This is an optimization exercise on Yosys and OpenROAD, whose aim is small area, not a production implementation.
Function was checked by simulation only, so behaviour that the tests miss may differ from the original.
Power figures rest on the tool's default switching activity, not on a simulated workload.

## P
// RISCy_CPU
module RISCy_CPU(input clk, input rst,
	output [11:0] imem_addr, input [31:0] imem_rdata,
	output [11:0] dmem_addr, output [31:0] dmem_wdata, output dmem_we, input [31:0] dmem_rdata);
	wire [31:0] ins = imem_rdata;
	wire [5:0] op = ins[31:26];
	wire [3:0] fn = ins[3:0];
	wire [4:0] rs_a = ins[25:21];
	wire [4:0] rt_a = ins[20:16];
	wire op_r    = ~op[4] & ~op[3];               
	wire op_imm  = op[5] & op[4];                 
	wire op_sw   = op_imm & ~op[1] & ~op[0];      
	wire op_lw   = op_imm & ~op[1] & op[0];       
	wire op_neg  = op_imm & op[1] & ~op[0];       
	wire op_addi = op_imm & op[1] & op[0];        
	wire op_halt = op[5] & ~op[4];                
	wire op_b    = ~op[5] & op[3];                
	wire op_grp  = ~op[5] & op[4];                
	wire op_br   = op_grp & (op[2:0] == 3'd0);    
	wire op_bltz = op_grp & (op[2:0] == 3'd1);    
	wire op_bz   = op_grp & (op[2:0] == 3'd2);    
	wire op_bnz  = op_grp & (op[2:0] == 3'd3);    
	wire op_call = op_grp & (op[2:0] == 3'd4);    
	wire op_bcy  = op_grp & (op[2:0] == 3'd5);    
	wire op_bncy = op_grp & (op[2:0] == 3'd6);    
	wire f_add  = (fn == 4'd1);
	wire f_neg  = (fn == 4'd2);
	wire f_and  = (fn == 4'd3);
	wire f_xor  = (fn == 4'd4);
	wire f_diff = (fn == 4'd5);
	wire f_sham = (fn == 4'd6) | (fn == 4'd7) | (fn == 4'd10);
	wire f_shl  = (fn == 4'd6) | (fn == 4'd8);
	wire f_shr  = (fn == 4'd7) | (fn == 4'd9) | (fn == 4'd10) | (fn == 4'd11);
	wire f_ari  = (fn == 4'd10) | (fn == 4'd11);
	wire [31:0] rs_d, rt_d;
	wire nr = ~rst;
	reg C;
  ...
clock: 14.0 ns
lec_check: 0
cap_margin: 10
core_margin: 2
core_utilization: 55
slew_margin: 10
synth_hierarchical: 1
standard.sh (not shown) runs the stock make flow with config.mk's settings and CLKGATE_MAP_FILE= SYNTH_SCRIPT=/design/flow/synth_recipe.tcl, a recipe that flattens the netlist after the stock synthesis.
==> flow/flow/run.sh <==
#!/bin/bash
# The standard layout (the standard.sh: ORFS with the standard synthesis)
# with two changes, passed to ORFS through its environment variables:
#  - port buffers use the smallest buffer cell (buf_1) instead of ORFS's
#    default choice; every input and output port still gets its buffer;
#  - clock tree synthesis clusters sinks by size 25 / diameter 100 um and
#    inserts no dummy loads.
# make's full output goes to make.log in this folder; ORFS writes each
# tool's own log under orfs/logs/.
set -euo pipefail
export BUFFER_PORTS_ARGS="-buffer_cell sky130_fd_sc_hd__buf_1"
export CTS_ARGS="-sink_clustering_enable -repair_clock_nets -sink_clustering_size 25 -sink_clustering_max_diameter 100 -dont_use_dummy_load"
bash standard.sh > make.log 2>&1
P finished every stage and its layout cleared the timing, design-rule and antenna checks.
### P -> Q
Settings: changing CORE_UTILIZATION from 55 to 40; changing CAP_MARGIN from 10 to 20; changing SLEW_MARGIN from 10 to 20.
--- a/flow/flow/run.sh
+++ b/flow/flow/run.sh
@@ -2,3 +2,3 @@
 # The standard layout (the standard.sh: ORFS with the standard synthesis)
-# with two changes, passed to ORFS through its environment variables:
+# with these changes, passed to ORFS through its environment variables:
 #  - port buffers use the smallest buffer cell (buf_1) instead of ORFS's
@@ -6,3 +6,5 @@
 #  - clock tree synthesis clusters sinks by size 25 / diameter 100 um and
-#    inserts no dummy loads.
+#    inserts no dummy loads;
+#  - after global routing, ORFS's power recovery downsizes gates on paths
+#    with positive slack (RECOVER_POWER).
 # make's full output goes to make.log in this folder; ORFS writes each
@@ -12,2 +14,3 @@
 export CTS_ARGS="-sink_clustering_enable -repair_clock_nets -sink_clustering_size 25 -sink_clustering_max_diameter 100 -dont_use_dummy_load"
+export RECOVER_POWER=100
 bash standard.sh > make.log 2>&1
Findings:
- What the final checks of Q revealed, after a flow that finished every stage, was a layout that fails on capacitance limit, slew limit.
- ~same share of total power consumed by net switching in P and Q
- Number of clock buffers in the layout (lower): P
- Looking at global-route usage over all layers, Q sits 13 points lower than P does.
- Q: routed wire length on met2 is 5.0% higher than what P reported.
- Q falls short of P in die area.
- Q: total count of max-transition violations in the final report higher than P
- Sequential share of layout area in Q is 0.39 points lower than in P
- Power density of the placed cells down about 0.8% in Q wrt P
- Number of tap cells added at floorplan (lower): P
The inputs of R differ from those of Q as listed below.
Settings: swapping 20 for 5 in CAP_MARGIN; swapping 20 for 5 in SLEW_MARGIN; swapping 40 for 55 in CORE_UTILIZATION.
==> flow/flow/run.sh <==
#!/bin/bash
# The standard layout (the standard.sh: ORFS with the standard synthesis)
# with two changes, passed to ORFS through its environment variables:
#  - port buffers use the smallest buffer cell (buf_1) instead of ORFS's
#    default choice; every input and output port still gets its buffer;
#  - clock tree synthesis clusters sinks by size 25 / diameter 100 um and
#    inserts no dummy loads.
# make's full output goes to make.log in this folder; ORFS writes each
# tool's own log under orfs/logs/.
set -euo pipefail
export BUFFER_PORTS_ARGS="-buffer_cell sky130_fd_sc_hd__buf_1"
export CTS_ARGS="-sink_clustering_enable -repair_clock_nets -sink_clustering_size 25 -sink_clustering_max_diameter 100 -dont_use_dummy_load"
bash standard.sh > make.log 2>&1
## What came out
R completed end to end with timing, DRC and antenna clean. As far as worst hold slack across all endpoints is concerned, R and Q perform about the same. Against Q, max-slew headroom at the worst pin in R came out better. R -> Q: buffer share of cell area flat. Arrival time of the worst setup path in R vs Q: down 0.97 ns. Re delay of the slowest cell on the worst path: Q was higher than R. R vs Q — wire length the detailed router placed on met1 dropped by a little under 10%. Between R and Q, the difference in power is negligible.
The following lists how S was set up differently from R:
Settings: an added PLACE_DENSITY of 0.7; a change of CORE_UTILIZATION from 55 to 60.
Results
Diff R -> S | wire length per cell | down by a few percent
| starting density of the core | S vs R | 5.3 points higher |
Although it ran to completion, S produced a layout that fails the final checks because of capacitance limit, slew limit.
Note that the non-clock buffer count recorded for S amounts to 0.942 times the value seen in R.
Ratio of total power to cell area of S is on par with R.
The higher slew at the pin closest to its max-slew limit came out of S.
Going from R to S, growth of design area from synthesis to finish decreased 0.69 points; sequential share of cell area grew by 0.25 points.
The lower count of filler cells inserted in the layout of R and S is in S.
The run showing the smaller utilization after layout is R.
## Diff of input files: T against S
Settings: PLACE_DENSITY: 0.7 -> 0.65; CORE_UTILIZATION: 60 -> 55.
--- a/flow/flow/run.sh
+++ b/flow/flow/run.sh
@@ -5,3 +5,3 @@
 #    default choice; every input and output port still gets its buffer;
-#  - clock tree synthesis clusters sinks by size 25 / diameter 100 um and
+#  - clock tree synthesis clusters sinks by size 28 / diameter 120 um and
 #    inserts no dummy loads.
@@ -11,3 +11,3 @@
 export BUFFER_PORTS_ARGS="-buffer_cell sky130_fd_sc_hd__buf_1"
-export CTS_ARGS="-sink_clustering_enable -repair_clock_nets -sink_clustering_size 25 -sink_clustering_max_diameter 100 -dont_use_dummy_load"
+export CTS_ARGS="-sink_clustering_enable -repair_clock_nets -sink_clustering_size 28 -sink_clustering_max_diameter 120 -dont_use_dummy_load"
 bash standard.sh > make.log 2>&1
### Flow results
- Diff S -> T | non-clock buffer count | increase of 18
- Global-route usage in T is 2.3 points lower than in S
- Summary of T over S: count of clock-net buffers in the final layout moved down, number of max-cap violations -1, placed cell area now larger, post-layout net count barely changed, source-to-sink clock delay at the later pin of the worst-skew pair higher.
- Relative to S, the final instance area measured on T has increased slightly.
- T against S: total detailed-routing wirelength saw an increase, portion of total power attributed to the clock network now smaller.
- Going from S to T, count of placed standard cells including taps grew by a few percent.
- T completed every stage of the flow, and the final layout passed the timing, design-rule and antenna checks.

-- static timing again, ports no longer ideal --
The results above use ideal ports. As a check the final layouts listed here were re-extracted and re-timed, cells and wires unchanged. Step 1: set_driving_cell puts a clkbuf_16 on clk and a buf_2 on each other input, an assumption about the parent block. Step 2 moves the port delays by t, midway between the first and last clock arrival at a register: inputs arrive t later, outputs are due t later. That takes back most of the time a late clock gives input paths. Three values: ideal, step 1, step 2; two values: the first two.
| run | t, ns | setup slack, ns | hold WS [ns] | worst slew at a driven data input, ns | cell pins on the clock port's net |
|---|---|---|---|---|---|
| P | 0.729 | 1.211 / 1.259 / 0.530 | 0.512 / 0.512 / 0.512 | 0.19 | 1 |
| Q | 0.739 | 0.444 / 0.486 / -0.253 | 0.510 / 0.510 / 0.510 | 0.07 | 1 |
| R | 0.730 | 1.308 / 1.350 / 0.620 | 0.508 / 0.508 / 0.508 | 0.18 | 1 |
| S | 0.708 | 1.158 / 1.183 / 0.502 | 0.505 / 0.505 / 0.505 | 0.12 | 1 |
| T | 0.720 | 1.284 / 1.333 / 0.613 | 0.514 / 0.514 / 0.514 | 0.18 | 1 |
The setup slack of Q, which loses most, moves by +0.042 ns with the drivers and by -0.697 ns with both steps.
